From an optimization exercise on the open Yosys and OpenROAD flow, aimed at small area, a short achievable clock period and few clock cycles per item; shortcuts taken in it are not production practice.
Function was checked by simulation only, so behaviour that the tests miss may differ from the original.
Power is estimated from default activity; no workload was simulated.

## flow/design.v (module list and top-level ports; edited modules follow where they fit)
// module lstm: 200 lines
// module gate: 75 lines
// module dot_prod: 452 lines
// module weightRAM: 10 lines
// module sigmoid: 22 lines
// module tanh: 22 lines
module lstm (inputVec, trainingFlag, clock, reset, newSample, dataoutReady, outputVec);
  // ...
==> flow/weights.hex <==
001b7ff4ffeac40132
006080396ffb6bfda1
005d7fc8400203fd1e
ff548049100e1bfeb5
000d7fd8500d840451
00f90012000c1ffbfd
ffb7bfea3ffad80010
000000000000000000
ffebfffffff64bfbc6
febdbfff60077ffae8
fea8ffa96004b402b3
ff59003d0ff4980527
004a404f8ff07fff1d
ff5c003c7015bffc39
0078ffefaffe3000fe
000000000000000000
fecb3ffcf0104402e8
ff7f80284ff1cbfe3f
ffa9ffd81014fc0369
ff26c02d2005e003f2
feabbff5aff4a3fb32
00ca00020ff8cbfcef
0207c085f01dd00832
000000000000000000
0069ffb81fed4bfabc
feadffd67002f7fbc9
00aec0563ff7e8006a
fee10047b008e7fc79
ffef8026601233fac0
ff70403540050c044a
0035c00b20047fff81
000000000000000000
==> flow/run.sh <==
#!/bin/bash
# synth_recipe.tcl (not shown) runs the flow's synth.tcl, then flattens the netlist and writes it again
# the make line also repeats each setting of config.mk as NAME=value (left out here)
make -C /OpenROAD-flow-scripts/flow DESIGN_CONFIG=/design/flow/config.mk WORK_HOME=/design/flow/orfs CLKGATE_MAP_FILE= SYNTH_SCRIPT=/design/flow/synth_recipe.tcl finish
==> flow/config.mk <==
export PLATFORM = sky130hd
export DESIGN_NAME = lstm
export DESIGN_NICKNAME = lstm
export VERILOG_FILES = /design/flow/design.v
export SDC_FILE = /design/flow/constraint.sdc
export NUM_CORES = 4
export LEC_CHECK = 0
export ABC_CLOCK_PERIOD_IN_PS = 5000
export CAP_MARGIN = 20
export CORE_MARGIN = 2
export CORE_UTILIZATION = 45
export PLACE_DENSITY = 0.6
export SETUP_SLACK_MARGIN = 5
export SLEW_MARGIN = 20
==> flow/constraint.sdc <==
create_clock -name core_clock -period 12.0 [get_ports {clock}]
set_input_delay 2.4000 -clock core_clock [delete_from_list [all_inputs] [get_ports {clock}]]
set_output_delay 2.4000 -clock core_clock [all_outputs]
set_load 0.01 [all_outputs]
==> results.toml, run 1 <==
[timing]
period_share_pct = 47.0
skew_ns = 0.0246
tightest_slew_ns = 1.29
fin_crit_ns = 5.65
fmax_ghz = 0.177
max_slew_margin_pct = 14.1

[logic_synthesis]
yosysSeqAreaShare_pct = 24.7
synth_fa_ha_area_share_pct = 19.3
ys_types = 101
synth_area_leaders = "dfxtp_1 14%, fa_1 14%, edfxtp_1 10%"
postSynthCellCount = 8847
postSynth.asyncResetShare_pct = 0
synth.most_common_cell = "a21oi_1"

[power_and_ir_drop]
pwr_density_cell_nw_per_um2 = 257
finalPower_mw = 19.3
peakVddDrop_mv = 0.196
pwr-share-clk_pct = 14.1
p_comb_share_pct = 64.5
seq_power_mw = 4.13

[status]
status = "timing/DRC/antenna clean"

[clocking]
postCtsSetupRepairBufs = 0
root_buffer = "clkbuf_16"
cts_resized = 0
clkLatencyLatePin_ns = 0.70
cts_sinks = 743

[layout]
seq-cell-share_pct = 23.2
clk_share_pct = 3.87
multi_input_area_um2 = 46100
buffers_excl_clock = 290
inverters = 921
fin_area_um2 = 75000

[route]
wl_met2_mm = 109

[placement]
place_ws_ns = 6.19
gp_congestion = 1.02

[die]
n_tap_cell = 2044

[setup_path]
crit_top_cell = "fa_1"

[grt]
grt_pass1_wl_mm = 367
Testbench counts, summed over its fixed seeds: cycles 13,128, items 320.
==> module lstm, before the edit <==
module lstm (inputVec, trainingFlag, clock, reset, newSample, dataoutReady, outputVec);
    input  [35:0] inputVec;
    input         trainingFlag;
    input         clock;
    input         reset;
    input         newSample;
    output reg    dataoutReady;
    output [71:0] outputVec;
    localparam LAST = 6'd40;
    reg        busy;
    reg [5:0]  cnt;
    wire [5:0] cnt_n = reset ? 6'd0 : busy ? (cnt == LAST ? 6'd0 : cnt + 6'd1) : (newSample ? 6'd1 : 6'd0);
    wire [5:0] cnt_p = busy ? cnt + 6'd1 : 6'd1;
    wire [5:0] cnt_pp = (busy && !reset && cnt != LAST) ? cnt + 6'd2 : 6'd1;
    reg  [2:0] xsrc_n, bsrc_n, esrc_n;
    reg        psrc_n, ntanh_n;
    reg  [4:0] waddr_n;
    reg  [2:0] xsrc, bsrc, esrc;
    reg        psrc, ntanh;
    reg  [4:0] waddr;
    always @(*) begin
        xsrc_n = 3'd0; bsrc_n = 3'd0; esrc_n = 3'd0; psrc_n = 1'b0; ntanh_n = 1'b0; waddr_n = 5'd0;
        case (cnt_pp)
            6'd1: begin xsrc_n = 3'd0; bsrc_n = 3'd0; esrc_n = 3'd1; psrc_n = 1'b0; ntanh_n = 1'b0; waddr_n = 5'd0; end   
            6'd2: begin xsrc_n = 3'd1; bsrc_n = 3'd0; esrc_n = 3'd0; psrc_n = 1'b0; ntanh_n = 1'b0; waddr_n = 5'd1; end   
            6'd3: begin xsrc_n = 3'd2; bsrc_n = 3'd0; esrc_n = 3'd0; psrc_n = 1'b0; ntanh_n = 1'b0; waddr_n = 5'd2; end   
            6'd4: begin xsrc_n = 3'd3; bsrc_n = 3'd0; esrc_n = 3'd0; psrc_n = 1'b0; ntanh_n = 1'b0; waddr_n = 5'd3; end   
            6'd5: begin xsrc_n = 3'd4; bsrc_n = 3'd0; esrc_n = 3'd0; psrc_n = 1'b0; ntanh_n = 1'b0; waddr_n = 5'd4; end   
            6'd6: begin xsrc_n = 3'd5; bsrc_n = 3'd0; esrc_n = 3'd0; psrc_n = 1'b0; ntanh_n = 1'b0; waddr_n = 5'd5; end   
            6'd7: begin xsrc_n = 3'd0; bsrc_n = 3'd0; esrc_n = 3'd1; psrc_n = 1'b0; ntanh_n = 1'b0; waddr_n = 5'd8; end   
            6'd8: begin xsrc_n = 3'd1; bsrc_n = 3'd0; esrc_n = 3'd0; psrc_n = 1'b0; ntanh_n = 1'b0; waddr_n = 5'd9; end   
            6'd9: begin xsrc_n = 3'd0; bsrc_n = 3'd1; esrc_n = 3'd2; psrc_n = 1'b0; ntanh_n = 1'b1; waddr_n = 5'd0; end   
            6'd10: begin xsrc_n = 3'd2; bsrc_n = 3'd0; esrc_n = 3'd0; psrc_n = 1'b0; ntanh_n = 1'b0; waddr_n = 5'd10; end   
            6'd11: begin xsrc_n = 3'd0; bsrc_n = 3'd2; esrc_n = 3'd3; psrc_n = 1'b0; ntanh_n = 1'b1; waddr_n = 5'd0; end   
            6'd12: begin xsrc_n = 3'd3; bsrc_n = 3'd0; esrc_n = 3'd0; psrc_n = 1'b0; ntanh_n = 1'b0; waddr_n = 5'd11; end   
            6'd13: begin xsrc_n = 3'd4; bsrc_n = 3'd0; esrc_n = 3'd0; psrc_n = 1'b0; ntanh_n = 1'b0; waddr_n = 5'd12; end   
            6'd14: begin xsrc_n = 3'd5; bsrc_n = 3'd0; esrc_n = 3'd0; psrc_n = 1'b0; ntanh_n = 1'b0; waddr_n = 5'd13; end   
            6'd15: begin xsrc_n = 3'd0; bsrc_n = 3'd0; esrc_n = 3'd1; psrc_n = 1'b0; ntanh_n = 1'b0; waddr_n = 5'd16; end   
            6'd16: begin xsrc_n = 3'd1; bsrc_n = 3'd0; esrc_n = 3'd0; psrc_n = 1'b0; ntanh_n = 1'b0; waddr_n = 5'd17; end   
            6'd17: begin xsrc_n = 3'd0; bsrc_n = 3'd1; esrc_n = 3'd2; psrc_n = 1'b0; ntanh_n = 1'b0; waddr_n = 5'd0; end   
            6'd18: begin xsrc_n = 3'd2; bsrc_n = 3'd0; esrc_n = 3'd0; psrc_n = 1'b0; ntanh_n = 1'b0; waddr_n = 5'd18; end   
            6'd19: begin xsrc_n = 3'd0; bsrc_n = 3'd2; esrc_n = 3'd3; psrc_n = 1'b0; ntanh_n = 1'b0; waddr_n = 5'd0; end   
            6'd20: begin xsrc_n = 3'd3; bsrc_n = 3'd0; esrc_n = 3'd0; psrc_n = 1'b0; ntanh_n = 1'b0; waddr_n = 5'd19; end   
            6'd21: begin xsrc_n = 3'd0; bsrc_n = 3'd2; esrc_n = 3'd0; psrc_n = 1'b0; ntanh_n = 1'b0; waddr_n = 5'd0; end   
            6'd22: begin xsrc_n = 3'd4; bsrc_n = 3'd0; esrc_n = 3'd0; psrc_n = 1'b0; ntanh_n = 1'b0; waddr_n = 5'd20; end   
            6'd23: begin xsrc_n = 3'd5; bsrc_n = 3'd0; esrc_n = 3'd0; psrc_n = 1'b0; ntanh_n = 1'b0; waddr_n = 5'd21; end   
            6'd24: begin xsrc_n = 3'd0; bsrc_n = 3'd0; esrc_n = 3'd1; psrc_n = 1'b0; ntanh_n = 1'b0; waddr_n = 5'd24; end   
            6'd25: begin xsrc_n = 3'd1; bsrc_n = 3'd0; esrc_n = 3'd0; psrc_n = 1'b0; ntanh_n = 1'b0; waddr_n = 5'd25; end   
            6'd26: begin xsrc_n = 3'd0; bsrc_n = 3'd1; esrc_n = 3'd2; psrc_n = 1'b0; ntanh_n = 1'b0; waddr_n = 5'd0; end   
            6'd27: begin xsrc_n = 3'd2; bsrc_n = 3'd0; esrc_n = 3'd0; psrc_n = 1'b0; ntanh_n = 1'b0; waddr_n = 5'd26; end   
            6'd28: begin xsrc_n = 3'd0; bsrc_n = 3'd2; esrc_n = 3'd3; psrc_n = 1'b0; ntanh_n = 1'b0; waddr_n = 5'd0; end   
            6'd29: begin xsrc_n = 3'd3; bsrc_n = 3'd0; esrc_n = 3'd0; psrc_n = 1'b0; ntanh_n = 1'b0; waddr_n = 5'd27; end   
            6'd30: begin xsrc_n = 3'd0; bsrc_n = 3'd2; esrc_n = 3'd4; psrc_n = 1'b0; ntanh_n = 1'b0; waddr_n = 5'd0; end   
            6'd31: begin xsrc_n = 3'd4; bsrc_n = 3'd0; esrc_n = 3'd0; psrc_n = 1'b0; ntanh_n = 1'b0; waddr_n = 5'd28; end   
            6'd32: begin xsrc_n = 3'd5; bsrc_n = 3'd0; esrc_n = 3'd0; psrc_n = 1'b0; ntanh_n = 1'b0; waddr_n = 5'd29; end   
            6'd34: begin xsrc_n = 3'd0; bsrc_n = 3'd1; esrc_n = 3'd2; psrc_n = 1'b1; ntanh_n = 1'b1; waddr_n = 5'd0; end   
            6'd35: begin xsrc_n = 3'd0; bsrc_n = 3'd1; esrc_n = 3'd2; psrc_n = 1'b0; ntanh_n = 1'b0; waddr_n = 5'd0; end   
            6'd36: begin xsrc_n = 3'd0; bsrc_n = 3'd2; esrc_n = 3'd3; psrc_n = 1'b1; ntanh_n = 1'b1; waddr_n = 5'd0; end   
            6'd37: begin xsrc_n = 3'd0; bsrc_n = 3'd2; esrc_n = 3'd3; psrc_n = 1'b0; ntanh_n = 1'b0; waddr_n = 5'd0; end   
            6'd39: begin xsrc_n = 3'd0; bsrc_n = 3'd2; esrc_n = 3'd0; psrc_n = 1'b0; ntanh_n = 1'b0; waddr_n = 5'd0; end   
            default: ;
        endcase
    end
    always @(posedge clock) begin
        if (!busy && newSample && !reset) begin
            xsrc <= 3'd1; bsrc <= 3'd0; esrc <= 3'd0; psrc <= 1'b0; ntanh <= 1'b0; waddr <= 5'd1;
        end else begin
            xsrc <= xsrc_n; bsrc <= bsrc_n; esrc <= esrc_n; psrc <= psrc_n; ntanh <= ntanh_n; waddr <= waddr_n;
        end
    end
    reg [1:0] asel_n;
    reg [1:0] kk_n;
    reg [4:0] en_n;    
    always @(*) begin
        asel_n = 2'd0;
        case (cnt_p)
            6'd1: asel_n = 2'd0;   
            6'd2: asel_n = 2'd0;   
            6'd3: asel_n = 2'd0;   
            6'd4: asel_n = 2'd0;   
            6'd5: asel_n = 2'd0;   
            6'd6: asel_n = 2'd0;   
            6'd7: asel_n = 2'd0;   
            6'd8: asel_n = 2'd0;   
            6'd9: asel_n = 2'd1;   
            6'd10: asel_n = 2'd0;   
            6'd11: asel_n = 2'd1;   
            6'd12: asel_n = 2'd0;   
            6'd13: asel_n = 2'd0;   
            6'd14: asel_n = 2'd0;   
            6'd15: asel_n = 2'd0;   
            6'd16: asel_n = 2'd0;   
            6'd17: asel_n = 2'd1;   
            6'd18: asel_n = 2'd0;   
            6'd19: asel_n = 2'd1;   
            6'd20: asel_n = 2'd0;   
            6'd21: asel_n = 2'd3;   
            6'd22: asel_n = 2'd0;   
            6'd23: asel_n = 2'd0;   
            6'd24: asel_n = 2'd0;   
            6'd25: asel_n = 2'd0;   
            6'd26: asel_n = 2'd1;   
            6'd27: asel_n = 2'd0;   
            6'd28: asel_n = 2'd1;   
            6'd29: asel_n = 2'd0;   
            6'd30: asel_n = 2'd2;   
            6'd31: asel_n = 2'd0;   
            6'd32: asel_n = 2'd0;   
            6'd34: asel_n = 2'd2;   
            6'd35: asel_n = 2'd1;   
            6'd36: asel_n = 2'd2;   
            6'd37: asel_n = 2'd1;   
            6'd39: asel_n = 2'd3;   
            default: ;
        endcase
    end
    always @(*) begin
        kk_n = 2'd0; en_n = 5'd0;
        case (cnt_p)
            6'd2: begin kk_n = 2'd0; en_n = 5'b00001; end   
            6'd3: begin kk_n = 2'd1; en_n = 5'b00001; end   
            6'd4: begin kk_n = 2'd2; en_n = 5'b00001; end   
            6'd5: begin kk_n = 2'd1; en_n = 5'b00001; end   
            6'd6: begin kk_n = 2'd1; en_n = 5'b00001; end   
            6'd7: begin kk_n = 2'd1; en_n = 5'b00011; end   
            6'd8: begin kk_n = 2'd0; en_n = 5'b00001; end   
            6'd9: begin kk_n = 2'd1; en_n = 5'b00001; end   
            6'd10: begin kk_n = 2'd0; en_n = 5'b00000; end   
            6'd11: begin kk_n = 2'd2; en_n = 5'b00001; end   
            6'd12: begin kk_n = 2'd0; en_n = 5'b00100; end   
            6'd13: begin kk_n = 2'd1; en_n = 5'b00001; end   
            6'd14: begin kk_n = 2'd1; en_n = 5'b00001; end   
            6'd15: begin kk_n = 2'd1; en_n = 5'b00011; end   
            6'd16: begin kk_n = 2'd0; en_n = 5'b00001; end   
            6'd17: begin kk_n = 2'd1; en_n = 5'b00001; end   
            6'd18: begin kk_n = 2'd0; en_n = 5'b00000; end   
            6'd19: begin kk_n = 2'd2; en_n = 5'b00001; end   
            6'd20: begin kk_n = 2'd0; en_n = 5'b00000; end   
            6'd21: begin kk_n = 2'd1; en_n = 5'b00001; end   
            6'd22: begin kk_n = 2'd0; en_n = 5'b00100; end   
            6'd23: begin kk_n = 2'd1; en_n = 5'b00001; end   
            6'd24: begin kk_n = 2'd1; en_n = 5'b00011; end   
            6'd25: begin kk_n = 2'd0; en_n = 5'b00001; end   
            6'd26: begin kk_n = 2'd1; en_n = 5'b00001; end   
            6'd27: begin kk_n = 2'd0; en_n = 5'b00000; end   
            6'd28: begin kk_n = 2'd2; en_n = 5'b00001; end   
            6'd29: begin kk_n = 2'd0; en_n = 5'b00000; end   
            6'd30: begin kk_n = 2'd1; en_n = 5'b00001; end   
            6'd31: begin kk_n = 2'd0; en_n = 5'b01000; end   
            6'd32: begin kk_n = 2'd1; en_n = 5'b00001; end   
            6'd33: begin kk_n = 2'd1; en_n = 5'b00011; end   
            6'd35: begin kk_n = 2'd0; en_n = 5'b00000; end   
            6'd36: begin kk_n = 2'd0; en_n = 5'b00000; end   
            6'd37: begin kk_n = 2'd0; en_n = 5'b00100; end   
            6'd38: begin kk_n = 2'd0; en_n = 5'b00000; end   
            6'd40: begin kk_n = 2'd0; en_n = 5'b10000; end   
            default: ;
        endcase
    end
    reg [1:0] asel, kk;
    reg [4:0] en;
    always @(posedge clock) begin
        asel <= asel_n;
        kk <= kk_n;
        en <= reset ? 5'd0 : en_n;
        cnt <= cnt_n;
        if (reset) begin
            busy <= 1'b0;
            dataoutReady <= 1'b0;
        end else begin
            dataoutReady <= busy && cnt == LAST;
            if (busy) busy <= cnt != LAST;
            else busy <= newSample;
        end
    end
    wire [12:0] h_q [0:3];
    reg  [17:0] xb;
    always @(posedge clock) begin
        case (xsrc)
            3'd0:    xb <= inputVec[17:0];
            3'd1:    xb <= inputVec[35:18];
            3'd2:    xb <= {{5{h_q[0][12]}}, h_q[0]};
            3'd3:    xb <= {{5{h_q[1][12]}}, h_q[1]};
            3'd4:    xb <= {{5{h_q[2][12]}}, h_q[2]};
            default: xb <= {{5{h_q[3][12]}}, h_q[3]};
        endcase
    end
    wire [71:0] wrow, brow;
    weightRAM ROM (.addr(waddr), .baddr({waddr[4:3], 3'd6}), .word(wrow), .bias(brow));
    genvar r;
    generate
        for (r = 0; r < 4; r = r + 1) begin : U
            gate LANE (.clock(clock), .reset(reset), .xb(xb),
                       .w_n(wrow[18*r +: 13]), .bias_n(brow[18*r +: 18]),
                       .bsrc(bsrc), .esrc(esrc), .psrc(psrc), .ntanh(ntanh),
                       .asel(asel), .kk(kk), .en(en), .h(h_q[r]));
            assign outputVec[18*r +: 18] = {{5{h_q[r][12]}}, h_q[r]};
        end
    endgenerate
endmodule
==> module gate, before the edit <==
module gate (clock, reset, xb, w_n, bias_n, bsrc, esrc, psrc, ntanh,
             asel, kk, en, h);
    input             clock, reset;
    input      [17:0] xb;
    input      [12:0] w_n;
    input      [17:0] bias_n;
    input      [2:0]  bsrc, esrc;
    input             psrc, ntanh;
    input      [1:0]  asel;
    input      [1:0]  kk;
    input      [4:0]  en;
    output reg [12:0] h;
    localparam A_XB = 2'd0, A_GV = 2'd1, A_C = 2'd2, A_ZR = 2'd3;
    localparam B_W = 3'd0, B_P2 = 3'd1, B_Y = 3'd2, B_ZR = 3'd3;
    localparam E_ZERO = 3'd0, E_BIAS = 3'd1, E_P1 = 3'd2, E_P0 = 3'd3, E_ZR = 3'd4;
    reg  [28:0] R;
    reg  [17:0] gv, c;
    reg  [12:0] zr;
    wire [28:0] Y;
    wire [17:0] pv = psrc ? c : gv;
    wire [2:0]  si, ti;
    wire [17:0] sp2, sp1, sp0, tp2, tp1, tp0;
    sigmoid SG (.operand(pv), .idx(si), .sel(si), .p2(sp2), .p1(sp1), .p0(sp0));
    tanh    TG (.operand(pv), .idx(ti), .sel(ti), .p2(tp2), .p1(tp1), .p0(tp0));
    wire [17:0] p2 = ntanh ? tp2 : sp2;
    wire [17:0] p1 = ntanh ? tp1 : sp1;
    wire [17:0] p0 = ntanh ? tp0 : sp0;
    reg [12:0] bq;
    reg [17:0] eq;
    always @(posedge clock) begin
        case (bsrc)
            B_W:     bq <= w_n;
            B_P2:    bq <= p2[12:0];
            B_Y:     bq <= Y[23:11];
            default: bq <= zr;
        endcase
        case (esrc)
            E_BIAS:  eq <= bias_n;
            E_P1:    eq <= p1;
            E_P0:    eq <= p0;
            E_ZR:    eq <= {{5{zr[12]}}, zr};
            default: eq <= 18'd0;
        endcase
    end
    reg [17:0] A;
    always @(*) begin
        case (asel)
            A_XB:    A = xb;
            A_GV:    A = gv;
            A_C:     A = c;
            default: A = {{5{zr[12]}}, zr};
        endcase
    end
    wire [28:0] s_n, c_n;
    dot_prod CSA (.a(A), .b(bq), .e(eq), .s(s_n), .c(c_n));
    reg  [28:0] S, C;
    always @(posedge clock) begin
        S <= s_n;
        C <= c_n;
    end
    wire [28:0] K = kk == 2'd1 ? R : kk == 2'd2 ? {R[28:11], 11'd0} : 29'd0;
    assign Y = S + C + K;
    always @(posedge clock) begin
        if (en[0]) R  <= Y;
        if (en[1]) gv <= Y[28:11];
        if (en[2]) zr <= Y[23:11];
        if (reset) begin
            c <= 18'd0;
            h <= 13'd0;
        end else begin
            if (en[3]) c <= Y[28:11];
            if (en[4]) h <= Y[23:11];
        end
    end
endmodule
==> run 2: changes to the inputs <==
--- a/flow/design.v
+++ b/flow/design.v
@@ -6,22 +6,23 @@
     input         newSample;
     output reg    dataoutReady;
     output [71:0] outputVec;
     localparam LAST = 6'd40;
     reg        busy;
     reg [5:0]  cnt;
     wire [5:0] cnt_n = reset ? 6'd0 : busy ? (cnt == LAST ? 6'd0 : cnt + 6'd1) : (newSample ? 6'd1 : 6'd0);
     wire [5:0] cnt_p = busy ? cnt + 6'd1 : 6'd1;
-    wire [5:0] cnt_pp = (busy && !reset && cnt != LAST) ? cnt + 6'd2 : 6'd1;
+    wire [5:0] cnt_pp = (busy && cnt != LAST) ? cnt + 6'd2 : 6'd1;
     reg  [2:0] xsrc_n, bsrc_n, esrc_n;
     reg        psrc_n, ntanh_n;
     reg  [4:0] waddr_n;
-    reg  [2:0] xsrc, bsrc, esrc;
-    reg        psrc, ntanh;
+    reg  [2:0] xsrc;
+    reg  [2:0] bsrc_r, esrc_r;
+    reg        psrc_r, ntanh_r;
     reg  [4:0] waddr;
     always @(*) begin
         xsrc_n = 3'd0; bsrc_n = 3'd0; esrc_n = 3'd0; psrc_n = 1'b0; ntanh_n = 1'b0; waddr_n = 5'd0;
         case (cnt_pp)
             6'd1: begin xsrc_n = 3'd0; bsrc_n = 3'd0; esrc_n = 3'd1; psrc_n = 1'b0; ntanh_n = 1'b0; waddr_n = 5'd0; end   
             6'd2: begin xsrc_n = 3'd1; bsrc_n = 3'd0; esrc_n = 3'd0; psrc_n = 1'b0; ntanh_n = 1'b0; waddr_n = 5'd1; end   
             6'd3: begin xsrc_n = 3'd2; bsrc_n = 3'd0; esrc_n = 3'd0; psrc_n = 1'b0; ntanh_n = 1'b0; waddr_n = 5'd2; end   
             6'd4: begin xsrc_n = 3'd3; bsrc_n = 3'd0; esrc_n = 3'd0; psrc_n = 1'b0; ntanh_n = 1'b0; waddr_n = 5'd3; end   
@@ -56,21 +57,33 @@
             6'd34: begin xsrc_n = 3'd0; bsrc_n = 3'd1; esrc_n = 3'd2; psrc_n = 1'b1; ntanh_n = 1'b1; waddr_n = 5'd0; end   
             6'd35: begin xsrc_n = 3'd0; bsrc_n = 3'd1; esrc_n = 3'd2; psrc_n = 1'b0; ntanh_n = 1'b0; waddr_n = 5'd0; end   
             6'd36: begin xsrc_n = 3'd0; bsrc_n = 3'd2; esrc_n = 3'd3; psrc_n = 1'b1; ntanh_n = 1'b1; waddr_n = 5'd0; end   
             6'd37: begin xsrc_n = 3'd0; bsrc_n = 3'd2; esrc_n = 3'd3; psrc_n = 1'b0; ntanh_n = 1'b0; waddr_n = 5'd0; end   
             6'd39: begin xsrc_n = 3'd0; bsrc_n = 3'd2; esrc_n = 3'd0; psrc_n = 1'b0; ntanh_n = 1'b0; waddr_n = 5'd0; end   
             default: ;
         endcase
     end
+    wire start = !busy && newSample && !reset;
+    always @(*) begin
+        if (reset) begin
+            bsrc_r = 3'd0; esrc_r = 3'd1; psrc_r = 1'b0; ntanh_r = 1'b0;
+        end else if (start) begin
+            bsrc_r = 3'd0; esrc_r = 3'd0; psrc_r = 1'b0; ntanh_r = 1'b0;
+        end else begin
+            bsrc_r = bsrc_n; esrc_r = esrc_n; psrc_r = psrc_n; ntanh_r = ntanh_n;
+        end
+    end
     always @(posedge clock) begin
-        if (!busy && newSample && !reset) begin
-            xsrc <= 3'd1; bsrc <= 3'd0; esrc <= 3'd0; psrc <= 1'b0; ntanh <= 1'b0; waddr <= 5'd1;
+        if (reset) begin
+            xsrc <= 3'd0; waddr <= 5'd0;
+        end else if (start) begin
+            xsrc <= 3'd1; waddr <= 5'd1;
         end else begin
-            xsrc <= xsrc_n; bsrc <= bsrc_n; esrc <= esrc_n; psrc <= psrc_n; ntanh <= ntanh_n; waddr <= waddr_n;
+            xsrc <= xsrc_n; waddr <= waddr_n;
         end
     end
     reg [1:0] asel_n;
     reg [1:0] kk_n;
     reg [4:0] en_n;    
     always @(*) begin
         asel_n = 2'd0;
         case (cnt_p)
@@ -152,112 +165,124 @@
             6'd35: begin kk_n = 2'd0; en_n = 5'b00000; end   
             6'd36: begin kk_n = 2'd0; en_n = 5'b00000; end   
             6'd37: begin kk_n = 2'd0; en_n = 5'b00100; end   
             6'd38: begin kk_n = 2'd0; en_n = 5'b00000; end   
             6'd40: begin kk_n = 2'd0; en_n = 5'b10000; end   
             default: ;
         endcase
     end
-    reg [1:0] asel, kk;
-    reg [4:0] en;
+    wire [4:0] en_r = reset ? 5'd0 : en_n;
     always @(posedge clock) begin
-        asel <= asel_n;
-        kk <= kk_n;
-        en <= reset ? 5'd0 : en_n;
         cnt <= cnt_n;
         if (reset) begin
             busy <= 1'b0;
             dataoutReady <= 1'b0;
         end else begin
             dataoutReady <= busy && cnt == LAST;
             if (busy) busy <= cnt != LAST;
             else busy <= newSample;
         end
     end
     wire [12:0] h_q [0:3];
     reg  [17:0] xb;
-    always @(posedge clock) begin
+    always @(*) begin
         case (xsrc)
-            3'd0:    xb <= inputVec[17:0];
-            3'd1:    xb <= inputVec[35:18];
-            3'd2:    xb <= {{5{h_q[0][12]}}, h_q[0]};
-            3'd3:    xb <= {{5{h_q[1][12]}}, h_q[1]};
-            3'd4:    xb <= {{5{h_q[2][12]}}, h_q[2]};
-            default: xb <= {{5{h_q[3][12]}}, h_q[3]};
+            3'd0:    xb = inputVec[17:0];
+            3'd1:    xb = inputVec[35:18];
+            3'd2:    xb = {{5{h_q[0][12]}}, h_q[0]};
+            3'd3:    xb = {{5{h_q[1][12]}}, h_q[1]};
+            3'd4:    xb = {{5{h_q[2][12]}}, h_q[2]};
+            default: xb = {{5{h_q[3][12]}}, h_q[3]};
         endcase
     end
     wire [71:0] wrow, brow;
     weightRAM ROM (.addr(waddr), .baddr({waddr[4:3], 3'd6}), .word(wrow), .bias(brow));
     genvar r;
     generate
         for (r = 0; r < 4; r = r + 1) begin : U
             gate LANE (.clock(clock), .reset(reset), .xb(xb),
                        .w_n(wrow[18*r +: 13]), .bias_n(brow[18*r +: 18]),
-                       .bsrc(bsrc), .esrc(esrc), .psrc(psrc), .ntanh(ntanh),
-                       .asel(asel), .kk(kk), .en(en), .h(h_q[r]));
+                       .bsrc_n(bsrc_r), .esrc_n(esrc_r), .psrc_n(psrc_r), .ntanh_n(ntanh_r),
+                       .asel_n(asel_n), .kk_n(kk_n), .en_n(en_r), .h(h_q[r]));
             assign outputVec[18*r +: 18] = {{5{h_q[r][12]}}, h_q[r]};
         end
     endgenerate
 endmodule
-module gate (clock, reset, xb, w_n, bias_n, bsrc, esrc, psrc, ntanh,
-             asel, kk, en, h);
+module gate (clock, reset, xb, w_n, bias_n, bsrc_n, esrc_n, psrc_n, ntanh_n,
+             asel_n, kk_n, en_n, h);
     input             clock, reset;
     input      [17:0] xb;
     input      [12:0] w_n;
     input      [17:0] bias_n;
-    input      [2:0]  bsrc, esrc;
-    input             psrc, ntanh;
-    input      [1:0]  asel;
-    input      [1:0]  kk;
-    input      [4:0]  en;
+    input      [2:0]  bsrc_n, esrc_n;
+    input             psrc_n, ntanh_n;
+    input      [1:0]  asel_n;
+    input      [1:0]  kk_n;
+    input      [4:0]  en_n;
     output reg [12:0] h;
     localparam A_XB = 2'd0, A_GV = 2'd1, A_C = 2'd2, A_ZR = 2'd3;
     localparam B_W = 3'd0, B_P2 = 3'd1, B_Y = 3'd2, B_ZR = 3'd3;
     localparam E_ZERO = 3'd0, E_BIAS = 3'd1, E_P1 = 3'd2, E_P0 = 3'd3, E_ZR = 3'd4;
+    reg  [2:0]  bsrc, esrc;
+    reg         psrc, ntanh;
+    reg  [1:0]  kk;
+    reg  [4:0]  en;
+    always @(posedge clock) begin
+        bsrc <= bsrc_n; esrc <= esrc_n; psrc <= psrc_n; ntanh <= ntanh_n;
+        kk <= kk_n; en <= en_n;
+    end
     reg  [28:0] R;
     reg  [17:0] gv, c;
     reg  [12:0] zr;
     wire [28:0] Y;
     wire [17:0] pv = psrc ? c : gv;
     wire [2:0]  si, ti;
     wire [17:0] sp2, sp1, sp0, tp2, tp1, tp0;
     sigmoid SG (.operand(pv), .idx(si), .sel(si), .p2(sp2), .p1(sp1), .p0(sp0));
     tanh    TG (.operand(pv), .idx(ti), .sel(ti), .p2(tp2), .p1(tp1), .p0(tp0));
     wire [17:0] p2 = ntanh ? tp2 : sp2;
     wire [17:0] p1 = ntanh ? tp1 : sp1;
     wire [17:0] p0 = ntanh ? tp0 : sp0;
-    reg [12:0] bq;
-    reg [17:0] eq;
-    always @(posedge clock) begin
+    reg  [12:0] b_n;
+    always @(*) begin
         case (bsrc)
-            B_W:     bq <= w_n;
-            B_P2:    bq <= p2[12:0];
-            B_Y:     bq <= Y[23:11];
-            default: bq <= zr;
+            B_W:     b_n = w_n;
+            B_P2:    b_n = p2[12:0];
+            B_Y:     b_n = Y[23:11];
+            default: b_n = zr;
         endcase
+    end
+    wire [6:0] bone_n, btwo_n, bneg_n;
+    booth_enc ENC (.b(b_n), .bone(bone_n), .btwo(btwo_n), .bneg(bneg_n));
+    reg  [6:0] bone, btwo, bneg;
+    reg [17:0] eq;
+    always @(posedge clock) begin
+        bone <= bone_n;
+        btwo <= btwo_n;
+        bneg <= bneg_n;
         case (esrc)
             E_BIAS:  eq <= bias_n;
             E_P1:    eq <= p1;
             E_P0:    eq <= p0;
             E_ZR:    eq <= {{5{zr[12]}}, zr};
             default: eq <= 18'd0;
         endcase
     end
     reg [17:0] A;
-    always @(*) begin
-        case (asel)
-            A_XB:    A = xb;
-            A_GV:    A = gv;
-            A_C:     A = c;
-            default: A = {{5{zr[12]}}, zr};
+    always @(posedge clock) begin
+        case (asel_n)
+            A_XB:    A <= xb;
+            A_GV:    A <= gv;
+            A_C:     A <= c;
+            default: A <= {{5{zr[12]}}, zr};
         endcase
     end
     wire [28:0] s_n, c_n;
-    dot_prod CSA (.a(A), .b(bq), .e(eq), .s(s_n), .c(c_n));
+    dot_prod CSA (.a(A), .bone(bone), .btwo(btwo), .bneg(bneg), .e(eq), .s(s_n), .c(c_n));
     reg  [28:0] S, C;
     always @(posedge clock) begin
         S <= s_n;
         C <= c_n;
     end
     wire [28:0] K = kk == 2'd1 ? R : kk == 2'd2 ? {R[28:11], 11'd0} : 29'd0;
     assign Y = S + C + K;
     always @(posedge clock) begin
@@ -268,24 +293,24 @@
             c <= 18'd0;
             h <= 13'd0;
         end else begin
             if (en[3]) c <= Y[28:11];
             if (en[4]) h <= Y[23:11];
         end
     end
 endmodule
-module dot_prod (a, b, e, s, c);
+module dot_prod (a, bone, btwo, bneg, e, s, c);
     input  [17:0] a;
-    input  [12:0] b;
+    input  [6:0] bone, btwo, bneg;
     input  [17:0] e;
     output [28:0] s, c;
-    wire neg0 = b[1];
-    wire one0 = b[0] ^ 1'b0;
-    wire two0 = (b[1] & ~b[0] & ~1'b0) | (~b[1] & b[0] & 1'b0);
+    wire neg0 = bneg[0];
+    wire one0 = bone[0];
+    wire two0 = btwo[0];
     wire pp0_0 = ((one0 & a[0])) ^ neg0;
     wire pp0_1 = ((one0 & a[1]) | (two0 & a[0])) ^ neg0;
     wire pp0_2 = ((one0 & a[2]) | (two0 & a[1])) ^ neg0;
     wire pp0_3 = ((one0 & a[3]) | (two0 & a[2])) ^ neg0;
     wire pp0_4 = ((one0 & a[4]) | (two0 & a[3])) ^ neg0;
     wire pp0_5 = ((one0 & a[5]) | (two0 & a[4])) ^ neg0;
     wire pp0_6 = ((one0 & a[6]) | (two0 & a[5])) ^ neg0;
     wire pp0_7 = ((one0 & a[7]) | (two0 & a[6])) ^ neg0;
@@ -295,19 +320,19 @@
     wire pp0_11 = ((one0 & a[11]) | (two0 & a[10])) ^ neg0;
     wire pp0_12 = ((one0 & a[12]) | (two0 & a[11])) ^ neg0;
     wire pp0_13 = ((one0 & a[13]) | (two0 & a[12])) ^ neg0;
     wire pp0_14 = ((one0 & a[14]) | (two0 & a[13])) ^ neg0;
     wire pp0_15 = ((one0 & a[15]) | (two0 & a[14])) ^ neg0;
     wire pp0_16 = ((one0 & a[16]) | (two0 & a[15])) ^ neg0;
     wire pp0_17 = ((one0 & a[17]) | (two0 & a[16])) ^ neg0;
     wire pp0_18 = ~(((one0 & a[17]) | (two0 & a[17])) ^ neg0);
-    wire neg1 = b[3];
-    wire one1 = b[2] ^ b[1];
-    wire two1 = (b[3] & ~b[2] & ~b[1]) | (~b[3] & b[2] & b[1]);
+    wire neg1 = bneg[1];
+    wire one1 = bone[1];
+    wire two1 = btwo[1];
     wire pp1_0 = ((one1 & a[0])) ^ neg1;
     wire pp1_1 = ((one1 & a[1]) | (two1 & a[0])) ^ neg1;
     wire pp1_2 = ((one1 & a[2]) | (two1 & a[1])) ^ neg1;
     wire pp1_3 = ((one1 & a[3]) | (two1 & a[2])) ^ neg1;
     wire pp1_4 = ((one1 & a[4]) | (two1 & a[3])) ^ neg1;
     wire pp1_5 = ((one1 & a[5]) | (two1 & a[4])) ^ neg1;
     wire pp1_6 = ((one1 & a[6]) | (two1 & a[5])) ^ neg1;
     wire pp1_7 = ((one1 & a[7]) | (two1 & a[6])) ^ neg1;
@@ -317,19 +342,19 @@
     wire pp1_11 = ((one1 & a[11]) | (two1 & a[10])) ^ neg1;
     wire pp1_12 = ((one1 & a[12]) | (two1 & a[11])) ^ neg1;
     wire pp1_13 = ((one1 & a[13]) | (two1 & a[12])) ^ neg1;
     wire pp1_14 = ((one1 & a[14]) | (two1 & a[13])) ^ neg1;
     wire pp1_15 = ((one1 & a[15]) | (two1 & a[14])) ^ neg1;
     wire pp1_16 = ((one1 & a[16]) | (two1 & a[15])) ^ neg1;
     wire pp1_17 = ((one1 & a[17]) | (two1 & a[16])) ^ neg1;
     wire pp1_18 = ~(((one1 & a[17]) | (two1 & a[17])) ^ neg1);
-    wire neg2 = b[5];
-    wire one2 = b[4] ^ b[3];
-    wire two2 = (b[5] & ~b[4] & ~b[3]) | (~b[5] & b[4] & b[3]);
+    wire neg2 = bneg[2];
+    wire one2 = bone[2];
+    wire two2 = btwo[2];
     wire pp2_0 = ((one2 & a[0])) ^ neg2;
     wire pp2_1 = ((one2 & a[1]) | (two2 & a[0])) ^ neg2;
     wire pp2_2 = ((one2 & a[2]) | (two2 & a[1])) ^ neg2;
     wire pp2_3 = ((one2 & a[3]) | (two2 & a[2])) ^ neg2;
     wire pp2_4 = ((one2 & a[4]) | (two2 & a[3])) ^ neg2;
     wire pp2_5 = ((one2 & a[5]) | (two2 & a[4])) ^ neg2;
     wire pp2_6 = ((one2 & a[6]) | (two2 & a[5])) ^ neg2;
     wire pp2_7 = ((one2 & a[7]) | (two2 & a[6])) ^ neg2;
@@ -339,19 +364,19 @@
     wire pp2_11 = ((one2 & a[11]) | (two2 & a[10])) ^ neg2;
     wire pp2_12 = ((one2 & a[12]) | (two2 & a[11])) ^ neg2;
     wire pp2_13 = ((one2 & a[13]) | (two2 & a[12])) ^ neg2;
     wire pp2_14 = ((one2 & a[14]) | (two2 & a[13])) ^ neg2;
     wire pp2_15 = ((one2 & a[15]) | (two2 & a[14])) ^ neg2;
     wire pp2_16 = ((one2 & a[16]) | (two2 & a[15])) ^ neg2;
     wire pp2_17 = ((one2 & a[17]) | (two2 & a[16])) ^ neg2;
     wire pp2_18 = ~(((one2 & a[17]) | (two2 & a[17])) ^ neg2);
-    wire neg3 = b[7];
-    wire one3 = b[6] ^ b[5];
-    wire two3 = (b[7] & ~b[6] & ~b[5]) | (~b[7] & b[6] & b[5]);
+    wire neg3 = bneg[3];
+    wire one3 = bone[3];
+    wire two3 = btwo[3];
     wire pp3_0 = ((one3 & a[0])) ^ neg3;
     wire pp3_1 = ((one3 & a[1]) | (two3 & a[0])) ^ neg3;
     wire pp3_2 = ((one3 & a[2]) | (two3 & a[1])) ^ neg3;
     wire pp3_3 = ((one3 & a[3]) | (two3 & a[2])) ^ neg3;
     wire pp3_4 = ((one3 & a[4]) | (two3 & a[3])) ^ neg3;
     wire pp3_5 = ((one3 & a[5]) | (two3 & a[4])) ^ neg3;
     wire pp3_6 = ((one3 & a[6]) | (two3 & a[5])) ^ neg3;
     wire pp3_7 = ((one3 & a[7]) | (two3 & a[6])) ^ neg3;
@@ -361,19 +386,19 @@
     wire pp3_11 = ((one3 & a[11]) | (two3 & a[10])) ^ neg3;
     wire pp3_12 = ((one3 & a[12]) | (two3 & a[11])) ^ neg3;
     wire pp3_13 = ((one3 & a[13]) | (two3 & a[12])) ^ neg3;
     wire pp3_14 = ((one3 & a[14]) | (two3 & a[13])) ^ neg3;
     wire pp3_15 = ((one3 & a[15]) | (two3 & a[14])) ^ neg3;
     wire pp3_16 = ((one3 & a[16]) | (two3 & a[15])) ^ neg3;
     wire pp3_17 = ((one3 & a[17]) | (two3 & a[16])) ^ neg3;
     wire pp3_18 = ~(((one3 & a[17]) | (two3 & a[17])) ^ neg3);
-    wire neg4 = b[9];
-    wire one4 = b[8] ^ b[7];
-    wire two4 = (b[9] & ~b[8] & ~b[7]) | (~b[9] & b[8] & b[7]);
+    wire neg4 = bneg[4];
+    wire one4 = bone[4];
+    wire two4 = btwo[4];
     wire pp4_0 = ((one4 & a[0])) ^ neg4;
     wire pp4_1 = ((one4 & a[1]) | (two4 & a[0])) ^ neg4;
     wire pp4_2 = ((one4 & a[2]) | (two4 & a[1])) ^ neg4;
     wire pp4_3 = ((one4 & a[3]) | (two4 & a[2])) ^ neg4;
     wire pp4_4 = ((one4 & a[4]) | (two4 & a[3])) ^ neg4;
     wire pp4_5 = ((one4 & a[5]) | (two4 & a[4])) ^ neg4;
     wire pp4_6 = ((one4 & a[6]) | (two4 & a[5])) ^ neg4;
     wire pp4_7 = ((one4 & a[7]) | (two4 & a[6])) ^ neg4;
@@ -383,19 +408,19 @@
     wire pp4_11 = ((one4 & a[11]) | (two4 & a[10])) ^ neg4;
     wire pp4_12 = ((one4 & a[12]) | (two4 & a[11])) ^ neg4;
     wire pp4_13 = ((one4 & a[13]) | (two4 & a[12])) ^ neg4;
     wire pp4_14 = ((one4 & a[14]) | (two4 & a[13])) ^ neg4;
     wire pp4_15 = ((one4 & a[15]) | (two4 & a[14])) ^ neg4;
     wire pp4_16 = ((one4 & a[16]) | (two4 & a[15])) ^ neg4;
     wire pp4_17 = ((one4 & a[17]) | (two4 & a[16])) ^ neg4;
     wire pp4_18 = ~(((one4 & a[17]) | (two4 & a[17])) ^ neg4);
-    wire neg5 = b[11];
-    wire one5 = b[10] ^ b[9];
-    wire two5 = (b[11] & ~b[10] & ~b[9]) | (~b[11] & b[10] & b[9]);
+    wire neg5 = bneg[5];
+    wire one5 = bone[5];
+    wire two5 = btwo[5];
     wire pp5_0 = ((one5 & a[0])) ^ neg5;
     wire pp5_1 = ((one5 & a[1]) | (two5 & a[0])) ^ neg5;
     wire pp5_2 = ((one5 & a[2]) | (two5 & a[1])) ^ neg5;
     wire pp5_3 = ((one5 & a[3]) | (two5 & a[2])) ^ neg5;
     wire pp5_4 = ((one5 & a[4]) | (two5 & a[3])) ^ neg5;
     wire pp5_5 = ((one5 & a[5]) | (two5 & a[4])) ^ neg5;
     wire pp5_6 = ((one5 & a[6]) | (two5 & a[5])) ^ neg5;
     wire pp5_7 = ((one5 & a[7]) | (two5 & a[6])) ^ neg5;
@@ -405,19 +430,19 @@
     wire pp5_11 = ((one5 & a[11]) | (two5 & a[10])) ^ neg5;
     wire pp5_12 = ((one5 & a[12]) | (two5 & a[11])) ^ neg5;
     wire pp5_13 = ((one5 & a[13]) | (two5 & a[12])) ^ neg5;
     wire pp5_14 = ((one5 & a[14]) | (two5 & a[13])) ^ neg5;
     wire pp5_15 = ((one5 & a[15]) | (two5 & a[14])) ^ neg5;
     wire pp5_16 = ((one5 & a[16]) | (two5 & a[15])) ^ neg5;
     wire pp5_17 = ((one5 & a[17]) | (two5 & a[16])) ^ neg5;
     wire pp5_18 = ~(((one5 & a[17]) | (two5 & a[17])) ^ neg5);
-    wire neg6 = b[12];
-    wire one6 = b[12] ^ b[11];
-    wire two6 = (b[12] & ~b[12] & ~b[11]) | (~b[12] & b[12] & b[11]);
+    wire neg6 = bneg[6];
+    wire one6 = bone[6];
+    wire two6 = btwo[6];
     wire pp6_0 = ((one6 & a[0])) ^ neg6;
     wire pp6_1 = ((one6 & a[1]) | (two6 & a[0])) ^ neg6;
     wire pp6_2 = ((one6 & a[2]) | (two6 & a[1])) ^ neg6;
     wire pp6_3 = ((one6 & a[3]) | (two6 & a[2])) ^ neg6;
     wire pp6_4 = ((one6 & a[4]) | (two6 & a[3])) ^ neg6;
     wire pp6_5 = ((one6 & a[5]) | (two6 & a[4])) ^ neg6;
     wire pp6_6 = ((one6 & a[6]) | (two6 & a[5])) ^ neg6;
     wire pp6_7 = ((one6 & a[7]) | (two6 & a[6])) ^ neg6;
@@ -720,16 +745,41 @@
     assign c[25] = fc113;
     assign s[26] = fs115;
     assign c[26] = fc114;
     assign s[27] = fs116;
     assign c[27] = fc115;
     assign s[28] = fs117;
     assign c[28] = fc116;
 endmodule
+module booth_enc (b, bone, btwo, bneg);
+    input  [12:0] b;
+    output [6:0] bone, btwo, bneg;
+    assign bneg[0] = b[1];
+    assign bone[0] = b[0] ^ 1'b0;
+    assign btwo[0] = (b[1] & ~b[0] & ~1'b0) | (~b[1] & b[0] & 1'b0);
+    assign bneg[1] = b[3];
+    assign bone[1] = b[2] ^ b[1];
+    assign btwo[1] = (b[3] & ~b[2] & ~b[1]) | (~b[3] & b[2] & b[1]);
+    assign bneg[2] = b[5];
+    assign bone[2] = b[4] ^ b[3];
+    assign btwo[2] = (b[5] & ~b[4] & ~b[3]) | (~b[5] & b[4] & b[3]);
+    assign bneg[3] = b[7];
+    assign bone[3] = b[6] ^ b[5];
+    assign btwo[3] = (b[7] & ~b[6] & ~b[5]) | (~b[7] & b[6] & b[5]);
+    assign bneg[4] = b[9];
+    assign bone[4] = b[8] ^ b[7];
+    assign btwo[4] = (b[9] & ~b[8] & ~b[7]) | (~b[9] & b[8] & b[7]);
+    assign bneg[5] = b[11];
+    assign bone[5] = b[10] ^ b[9];
+    assign btwo[5] = (b[11] & ~b[10] & ~b[9]) | (~b[11] & b[10] & b[9]);
+    assign bneg[6] = b[12];
+    assign bone[6] = b[12] ^ b[11];
+    assign btwo[6] = (b[12] & ~b[12] & ~b[11]) | (~b[12] & b[12] & b[11]);
+endmodule
 module weightRAM (addr, baddr, word, bias);
     input  [4:0]  addr, baddr;
     output [71:0] word, bias;
     reg [71:0] ROM_matrix [0:31];
     initial begin
         $readmemh("weights.hex", ROM_matrix);
     end
     assign word = ROM_matrix[addr];
==> results.toml, run 2 <==
[timing]
hold_violations = 0
setup_ws_ns = 6.47
period_share_pct = 46.1
rsz0062_at_grt = "no"
final.setup.tns_ns = 0
tightest_slew_ns = 1.22
skew_ns = 0.0267
max_slew_margin_pct = 18.5
fmax_ghz = 0.181
setup-violations-final = 0
fin_crit_ns = 5.53
drv_slew = 0

[logic_synthesis]
synth_top_area_share_pct = 19.5
synth_area_um2 = 61200
ys_types = 92
yosys.area.top_type = "dfxtp_1"
yosysSeqAreaShare_pct = 31.3
synth.most_common_cell = "inv_1"
synth_ff_type = "dfxtp_1"
postSynth.asyncResetShare_pct = 0
avgSynthCellArea_um2 = 9.23
ys_top_cells_by_count = "918 x inv_1, 597 x dfxtp_1, 484 x fa_1"
synth_edf_count = 240
ys_ff_latch = 837
postSynthCellCount = 6629
yosys_warnings = 5
syn_nets = 7377
synth_area_leaders = "dfxtp_1 20%, fa_1 16%, edfxtp_1 12%"

[placement]
place_ws_ns = 6.54
gp_congestion = 1.04
port_buffers = 111
dp_hpwl_mm = 146

[clocking]
postCtsSetupRepairBufs = 0
cts_max_level = 3
cts_sinks = 837
clkLatencyLatePin_ns = 0.72
cts.clk_slew.worst_paths_ns = 0.06
postCtsHoldBufs = 0
cts_tree = "done"
cts_resized = 0
cts_buffer_depth = 3
root_buffer = "clkbuf_16"
numCtsBuffers = 96

[setup_path]
cp.arrival_ns = 6.13
crit_path_max_incr_delay_ns = 0.65
crit_fanout = 44
crit_required_ns = 12.60
path_cells = "nor2b_4 > buf_4 > and2_1 > fa_1 > ha_1 > and4_1 > nor3b_1 > nor3_1 > o21ai_1 > nor4b_1 > a211o_1 > mux2_2 > o21ai_0 > nand2b_1 > and2_1"
cp-start-kind = "flip-flop"
setup.worst_path.end_class = "flip-flop"
crit_type = "flip-flop to flip-flop"
crit_top_cell = "and2_1"
cp_slowest_cell = "o21ai_1"

[die]
fp-row-count = 135
die_area_um2 = 139000
fp.dieH_um = 373
start_util_pct = 45.2
die_width_um = 373
pin_count = 113
core-area_um2 = 135000

[power_and_ir_drop]
p_comb_share_pct = 59.8
pwr-share-clk_pct = 16.1
switching_power_mw = 9.08
peakVddDrop_mv = 0.284
pwr_density_cell_nw_per_um2 = 289
swShare_pct = 46.9
power_frac_seq_pct = 24.2
p_leak_nw = 28.7
p_int_mw = 10.3

[route]
detail-route-antenna-nets = 0
vias_per_cell = 5.87
via_count = 49000
drtIter0Drc = 5355
routedWlPerCell_um = 24.2
drt-total-wl_mm = 202
drt_pass1_iterations = 11
post-route-drc-count = 0

[grt]
grt_overflow = 0
grt_max_degree = 81
antenna_found_initial = 18
grt_pass1_wl_mm = 305
grt_usage_pct = 28.7
grt_pass1_vias = 48300

[run]
maxCapViolations = 0

[layout]
reg_top3 = "U.LANE.R x116, U.LANE.S x116, U.LANE.C x112"
drive_gt1_share_pct = 5.73
layout_commonest_cell = "inv_1"
num-nets-final = 7233
mostFrequentLayoutCells = "918 x inv_1, 582 x dfxtp_1, 484 x fa_1"
syn_to_final_growth_pct = 9.55

[worst_hold_path]
hp-class = "flip-flop to flip-flop"

[status]
status = "timing/DRC/antenna clean"
## run 2: area by class of cell
type	count	area, um^2
inverters	923	3460
fillers	12700	68300
multi-input cells	4409	36900
clock buffers	141	2930
flip-flops and latches	837	19200
clock inverters	39	414
repair buffers	218	1910
diodes	6	15.0
well taps	1781	2230
## run 2: metrics by stage
stage	util (%)	power [mW]	area (um^2)	hold WS [ns]	cells
after CTS	49.5	19.4	67000	0.497	8348
after detailed placement	47.1	16.2	63700	0.481	8168
after global placement	47.1	16.0	63700	0.473	8167
final	49.6	19.4	67000	0.494	8354
after global routing	49.5	21.1	67000	0.522	8348
after floorplan	-	12.1	61200	0.329	6629
## run 2: layer usage
layer	routed length (um)	part of all wire, %	up-vias	GRT usage [%]
met3	17700	8.8	380	5.31
met5	94	0.046	-	0
met2	89200	44	2225	43.6
met4	7900	3.9	14	11.7
li1	-	-	22000	-
met1	87300	43	24400	40.2
## run 2: cell families after synthesis
family | after synthesis | synth area share (%)
mux | 186 | 3.19
simple gates | 1293 | 9.55
fa+ha+maj | 708 | 20.4
buf+inv | 1383 | 8.66
xor+xnor | 681 | 9.75
compound gates | 1541 | 17.1
flops | 837 | 31.3
## run 2: path summary, 6_finish.rpt
check / start / end / slack, ns / depth (start not counted)
min: U[3].LANE.c[9] / U[3].LANE.c[9] / 0.49 / 2
min reg2reg: U[3].LANE.c[9] / U[3].LANE.c[9] / 0.49 / 2
max reg2reg: U[3].LANE.kk[0] / U[3].LANE.bone[5] / 6.47 / 15
max: U[3].LANE.kk[0] / U[3].LANE.bone[5] / 6.47 / 15
## run 2: power groups by stage
stage / Combinational [mW] / Clock, mW / Sequential, mW
3_3_place_gp: 11.3 / 0 / 4.73
3_5_place_dp: 11.5 / 0 / 4.74
4_1_cts: 11.6 / 3.16 / 4.68
2_1_floorplan: 7.69 / 0 / 4.41
5_1_grt: 13.1 / 3.27 / 4.74
6_report: 11.6 / 3.11 / 4.68
## run 2: worst max-delay path: cells and delay by family (launching register included)
kind / cells / cell delay (ns)
compound gates: 3 / 1.61
mux: 1 / 0.29
flops: 1 / 0.43
fa+ha+maj: 2 / 0.85
buf+inv: 1 / 0.54
simple gates: 8 / 1.66
Testbench counts of run 2, summed over its fixed seeds: cycles 13,128, items 320.
==> run 3: changes to the inputs <==
==> flow/flow/run.sh (new file) <==
#!/bin/bash
# The standard layout (standard.sh: the standard synthesis and ORFS
# flow, unchanged), with a larger setup-repair margin so that repair_timing
# keeps improving paths past what the 12 ns period alone asks for.
# ORFS writes each step's full log under orfs/logs; make's output goes to
# standard.log here.
bash standard.sh SETUP_SLACK_MARGIN=${FLOW_SETUP_MARGIN:-7.8} finish > standard.log 2>&1
==> flow/standard.sh (new file) <==
#!/bin/bash
# synth_recipe.tcl (not shown) runs the flow's synth.tcl, then flattens the netlist and writes it again
# the make line also repeats each setting of config.mk as NAME=value (left out here)
make -C /OpenROAD-flow-scripts/flow DESIGN_CONFIG=/design/flow/config.mk WORK_HOME=/design/flow/orfs CLKGATE_MAP_FILE= SYNTH_SCRIPT=/design/flow/synth_recipe.tcl "${@:-finish}"
removed: flow/run.sh
==> results.toml, run 3 <==
[status]
status = "timing/DRC/antenna clean"

[timing]
setup-violations-final = 0
hold_ws_ns = 0.497
fin_crit_ns = 4.43
max_slew_margin_pct = 21.5
setup_ws_ns = 7.57
final.setup.tns_ns = 0
fmax_ghz = 0.226
tightest_slew_ns = 1.18
skew_ns = 0.0372
drv_slew = 0
hold_violations = 0
period_share_pct = 36.9
rsz0062_at_grt = "yes"

[logic_synthesis]
synth_ff_type = "dfxtp_1"
postSynthCellCount = 6629
synth_xor_area_share_pct = 9.75
ys_types = 92
synth-simple-area-share_pct = 9.55
synth_mux_area_share_pct = 3.19
synth_area_um2 = 61200
yosys.area.top_type = "dfxtp_1"
synth_compound_gate_area_share_pct = 17.1
ys_top_cells_by_count = "918 x inv_1, 597 x dfxtp_1, 484 x fa_1"
synth_top_area_share_pct = 19.5
avgSynthCellArea_um2 = 9.23
synth_edf_count = 240
synth_area_leaders = "dfxtp_1 20%, fa_1 16%, edfxtp_1 12%"
postSynth.asyncResetShare_pct = 0
synth_top_family_by_area = "adder cells"
syn_nets = 7377
yosysSeqAreaShare_pct = 31.3
yosys_warnings = 5
ys_ff_latch = 837
synth_fa_ha_area_share_pct = 20.4
synth.most_common_cell = "inv_1"

[layout]
syn_to_final_growth_pct = 17.2
multi_input_area_um2 = 39400
reg_top3 = "U.LANE.R x116, U.LANE.S x116, U.LANE.C x112"
fillers = 12100
drive_gt1_share_pct = 13.4
layout_commonest_cell = "inv_1"
num-nets-final = 7429
mostFrequentLayoutCells = "907 x inv_1, 556 x dfxtp_1, 476 x fa_1"
seqCellArea_um2 = 19300

[power_and_ir_drop]
pwr_density_cell_nw_per_um2 = 310
p_leak_nw = 30.4
pwr-share-clk_pct = 13.6
swShare_pct = 46.4
p_int_mw = 11.9
switching_power_mw = 10.3
finalPower_mw = 22.2
peakVddDrop_mv = 0.271
power_frac_seq_pct = 21.0
p_comb_share_pct = 65.4

[die]
start_util_pct = 45.2
pin_count = 113
core-area_um2 = 135000
fp-row-count = 135
die_area_um2 = 139000
fp.dieH_um = 373
die_width_um = 373

[route]
drt_pass1_iterations = 7
vias_per_cell = 5.87
routedWlPerCell_um = 25.1
drtIter0Drc = 4985
via_count = 50100
post-route-drc-count = 0
drt-total-wl_mm = 214
detail-route-antenna-nets = 0

[setup_path]
critPathBufInv = 3
crit_required_ns = 12.58
crit_path_max_incr_delay_ns = 0.55
setup.worst_path.end_class = "flip-flop"
crit_family = "compound AO/OA/AOI/OAI gates"
cp_slowest_cell = "a221o_2"
crit_type = "flip-flop to flip-flop"
cp.arrival_ns = 5.01
path_cells = "nor2b_4 > buf_12 > buf_12 > buf_16 > nand2_4 > fa_1 > fa_2 > nor2b_4 > o31a_1 > o211ai_1 > o221ai_4 > a221o_2 > a21oi_4 > o221ai_2 > xor2_2 > mux2i_1 > nor2_1"
crit_fanout = 7
cp-start-kind = "flip-flop"

[grt]
grt_pass1_wl_mm = 318
grt_pass1_vias = 48900
grt_overflow = 0
antenna_found_initial = 12
grt_usage_pct = 30.1
grt_max_degree = 82

[clocking]
numCtsBuffers = 94
cts.clk_slew.worst_paths_ns = 0.06
cts_buffer_depth = 3
root_buffer = "clkbuf_16"
cts_sinks = 837
cts_tree = "done"
postCtsHoldBufs = 0
clkLatencyLatePin_ns = 0.74
cts_max_level = 3

[placement]
gp_congestion = 1.03
place_ws_ns = 6.52
dp_hpwl_mm = 147
port_buffers = 111

[worst_hold_path]
hp-class = "flip-flop to flip-flop"

[run]
maxCapViolations = 0
==> run 3: cell counts after synthesis <==
Identical to the previous run, type by type.
==> run 3: through the flow <==
stage,instances,cell area (um^2),utilization [%]
floorplan,6629,61200,-
global placement,8174,63700,47.1
detailed placement,8174,63700,47.1
CTS,8450,69700,51.5
global route,8544,71700,53.0
finish,8547,71700,53.0
==> run 3: worst reg2reg max path, stage by stage (launching register included) <==
cell,delay (ns)
dfxtp_4,0.36
nor2b_4,0.16
buf_12,0.19
buf_12,0.18
buf_16,0.13
nand2_4,0.05
fa_1,0.53
fa_2,0.25
nor2b_4,0.05
o31a_1,0.31
o211ai_1,0.46
o221ai_4,0.29
a221o_2,0.55
a21oi_4,0.21
o221ai_2,0.16
xor2_2,0.20
mux2i_1,0.16
nor2_1,0.05
==> run 3: cell families after synthesis <==
logic type      Yosys count
compound gates         1541
buf+inv                1383
flops                   837
simple gates           1293
mux                     186
fa+ha+maj               708
xor+xnor                681
==> run 3: worst paths after layout <==
kind | from | to | slack (ns) | cells past startpoint
max reg2reg | U[3].LANE.kk[0] | U[0].LANE.c[16] | 7.57 | 17
min reg2reg | U[3].LANE.c[1] | U[3].LANE.c[1] | 0.50 | 2
min | U[3].LANE.c[1] | U[3].LANE.c[1] | 0.50 | 2
max | U[3].LANE.kk[0] | U[0].LANE.c[16] | 7.57 | 17
==> run 3: power groups by stage <==
stage | logic, mW | registers, mW | clock network (mW)
after global placement | 11.2 | 4.72 | 0
after CTS | 13.0 | 4.66 | 3.06
final | 14.5 | 4.67 | 3.02
after floorplan | 7.69 | 4.41 | 0
after detailed placement | 11.4 | 4.73 | 0
after global routing | 16.1 | 4.73 | 3.18
==> run 3: what timing repair did <==
action | 4_1_cts | 5_1_grt
resized for setup | 345 | 251
pin swaps | 77 | 97
cloned | 9 | 4
setup buffers | 90 | 88
setup endpoints to repair | 487 | 213
==> run 3: cell type report <==
| cell class | instances | share of cell area [%] |
|---|---|---|
| inverters | 923 | 4.83 |
| repair buffers | 416 | 5.87 |
| flip-flops and latches | 837 | 26.9 |
| clock buffers | 129 | 3.70 |
| diodes | 4 | 0.0140 |
| well taps | 1781 | 3.11 |
| multi-input cells | 4409 | 54.9 |
| clock inverters | 48 | 0.746 |
==> run 3: metal layers <==
metal	global-route usage [%]	up-vias	wire [um]
met3	5.78	384	18900
met4	12.2	6	9300
li1	-	22400	-
met5	0	-	45
met1	42.0	25100	91200
met2	45.7	2236	95000

separate check: timing with driven ports:
The results above use ideal ports. As a check the final layouts listed here were re-extracted and re-timed, cells and wires unchanged.
Step 1 assumes that a clkbuf_16 drives the clock port and a buf_2 every other input.
Step 2, shift: input delay + t, output delay - t, t = (earliest + latest rising clock arrival at the registers) / 2. This alone moves slack from input paths to output paths.
Three values: no drivers, after step 1, after step 2; two values: the first two.
| run | shift t [ns] | setup WS [ns] | clock arrival spread, ns | slew at the worst register clock pin (ns) |
|---|---|---|---|---|
| run 1 | 0.764 | 6.354 / 6.354 / 6.255 | 0.029 / 0.029 | 0.07 / 0.07 |
| run 2 | 0.784 | 6.470 / 6.470 / 6.470 | 0.032 / 0.031 | 0.07 / 0.07 |
| run 3 | 0.801 | 7.569 / 7.569 / 7.089 | 0.043 / 0.043 | 0.07 / 0.07 |
After both steps setup and hold are still met in every run listed. For run 3, which loses most, drivers alone change the setup slack by 0.000 ns; drivers and shift together by -0.480 ns.
